This design comes from an exercise in tuning for small area on the open sky130 flow, not from production work.
In this exercise RTL edits were held to simulation tests only and were not proved equivalent to the original.
Power and IR drop assume default switching activity.

==> flow/design.v (excerpt) <==
module top_level(clk_100MHz, rst, sw, hsync, vsync, rgb);
   input         clk_100MHz, rst;
   input  [1:0]  sw;
   output        hsync, vsync;
   output [11:0] rgb;
   wire          rst_s, h_cell, v_cell;
   wire   [9:0]  hc, vc;
   aiso AISO(.clk(clk_100MHz), .rst(rst), .rst_s(rst_s));
   vga VGA(.clk_100MHz(clk_100MHz), .rst(rst_s), .hsync(hsync),
           .vsync(vsync), .hc(hc), .vc(vc), .h_cell(h_cell), .v_cell(v_cell));
   vga_animate PX_ANIMATE(.clk(clk_100MHz), .rst(rst_s), .sw(sw),
                          .hc(hc), .vc(vc), .h_cell(h_cell),
                          .v_cell(v_cell), .rgb(rgb));
endmodule
Size: ~18 I/O pins, about 0.0035 mm2 of cells after synthesis.
==> flow/config.mk <==
export PLATFORM = sky130hd
export DESIGN_NAME = top_level
export DESIGN_NICKNAME = top_level
export VERILOG_FILES = /design/flow/design.v
export SDC_FILE = /design/flow/constraint.sdc
export NUM_CORES = 4
export LEC_CHECK = 0
export ABC_AREA = 1
export ABC_CLOCK_PERIOD_IN_PS = 10000
export CAP_MARGIN = 20
export CORE_MARGIN = 2
export CORE_UTILIZATION = 55
export CTS_BUF_LIST = sky130_fd_sc_hd__clkbuf_4
export SLEW_MARGIN = 20
==> flow/constraint.sdc <==
create_clock -name core_clock -period 10.0 [get_ports {clk_100MHz}]
set_input_delay 2.0000 -clock core_clock [delete_from_list [all_inputs] [get_ports {clk_100MHz}]]
set_output_delay 2.0000 -clock core_clock [all_outputs]
set_load 0.01 [all_outputs]
standard.sh (not shown) runs the stock make flow with config.mk's settings and CLKGATE_MAP_FILE= SYNTH_SCRIPT=/design/flow/synth_recipe.tcl, a recipe that flattens the netlist after the stock synthesis.
==> flow/flow/run.sh <==
#!/bin/bash
# Layout flow: the standard ORFS flow (standard.sh), with two changes:
#  - synthesis runs synth.tcl here, which is synth_recipe.tcl with only ABC's
#    mapping call replaced (area scripts in abc/, the smallest result kept),
#    and without ORFS's adder extraction (ADDER_MAP_FILE empty);
#  - the input and output port buffers use sky130_fd_sc_hd__buf_1;
#  - clock tree synthesis uses clkbuf_4 and inserts no dummy loads.
# make's full output goes to flow_make.log in this folder; each ORFS step
# keeps its own log under orfs/logs/.
set -euo pipefail
here=$(cd "$(dirname "$0")" && pwd)
export MY_ABC_DIR="$here/abc"
export FLOW_SYNTH_TCL="$PWD/synth_recipe.tcl"
bash standard.sh finish "SYNTH_SCRIPT=$here/synth.tcl" "ADDER_MAP_FILE=" \
  "BUFFER_PORTS_ARGS=-buffer_cell sky130_fd_sc_hd__buf_1" \
  "CTS_ARGS=-sink_clustering_enable -repair_clock_nets -buf_list sky130_fd_sc_hd__clkbuf_4 -dont_use_dummy_load" \
  > flow_make.log 2>&1
Other scripts of this flow, unchanged in this note and not shown: flow/flow/abc/a0.abc, flow/flow/abc/a1.abc, flow/flow/abc/b1.abc, flow/flow/abc/b2.abc, flow/flow/abc/b3.abc, flow/flow/abc/b4.abc, flow/flow/abc/c5.abc, flow/flow/abc/c6.abc, flow/flow/synth.tcl
Edit:
--- a/flow/flow/run.sh
+++ b/flow/flow/run.sh
@@ -1,4 +1,4 @@
 #!/bin/bash
-# Layout flow: the standard ORFS flow (standard.sh), with two changes:
+# Layout flow: the standard ORFS flow (standard.sh), with three changes:
 #  - synthesis runs synth.tcl here, which is synth_recipe.tcl with only ABC's
 #    mapping call replaced (area scripts in abc/, the smallest result kept),
@@ -14,4 +14,4 @@
 bash standard.sh finish "SYNTH_SCRIPT=$here/synth.tcl" "ADDER_MAP_FILE=" \
   "BUFFER_PORTS_ARGS=-buffer_cell sky130_fd_sc_hd__buf_1" \
-  "CTS_ARGS=-sink_clustering_enable -repair_clock_nets -buf_list sky130_fd_sc_hd__clkbuf_4 -dont_use_dummy_load" \
+  "CTS_ARGS=-repair_clock_nets -buf_list sky130_fd_sc_hd__clkbuf_8 -dont_use_dummy_load" \
   > flow_make.log 2>&1
The new run finished with timing, DRC and antenna clean.
Synthesized area is unchanged.
Clock power climbs by 34%.
Power climbs by 11%.
Worst setup slack improved by 0.097 ns.
Die area stays the same.
Global-route usage stays flat.
Wire length is about the same.
Design area climbs by 1.5%.
Via count drops by 0.46%.
Worst hold slack got worse by 0.0080 ns.
Register-to-register slack improved by 0.03 ns.
Edit:
--- a/flow/flow/run.sh
+++ b/flow/flow/run.sh
@@ -14,4 +14,4 @@
 bash standard.sh finish "SYNTH_SCRIPT=$here/synth.tcl" "ADDER_MAP_FILE=" \
   "BUFFER_PORTS_ARGS=-buffer_cell sky130_fd_sc_hd__buf_1" \
-  "CTS_ARGS=-repair_clock_nets -buf_list sky130_fd_sc_hd__clkbuf_8 -dont_use_dummy_load" \
+  "CTS_ARGS=-sink_clustering_enable -repair_clock_nets -buf_list sky130_fd_sc_hd__clkbuf_16 -dont_use_dummy_load -sink_clustering_size 64 -sink_clustering_max_diameter 500" \
   > flow_make.log 2>&1
Result:
- total power goes up by 20%
- final area goes up by 2.7%
- worst setup slack gets worse by 0.034 ns
- combinational power is about the same
- register-to-register slack got worse by 0.05 ns

-- re-timing with driven ports --
No port has a modelled driver above. Below, the same layouts with a new extraction and two added sets of constraints. Step 1 assumes that a clkbuf_16 drives the clock port and a buf_2 every other input. Step 2 moves the port delays by t, midway between the first and last clock arrival at a register: inputs arrive t later, outputs are due t later. That takes back most of the time a late clock gives input paths. Slacks: ideal / step 1 / step 2; pairs: ideal / step 1.
run | shift t [ns] | setup slack, ns | worst data-port slew with drivers (ns)
the first run | 0.435 | 1.672 / 1.643 / 2.078 | 0.03
the second run | 0.364 | 1.769 / 1.739 / 2.103 | 0.03
the third run | 0.357 | 1.736 / 1.701 / 2.058 | 0.03
After both steps setup and hold are still met in every run listed.
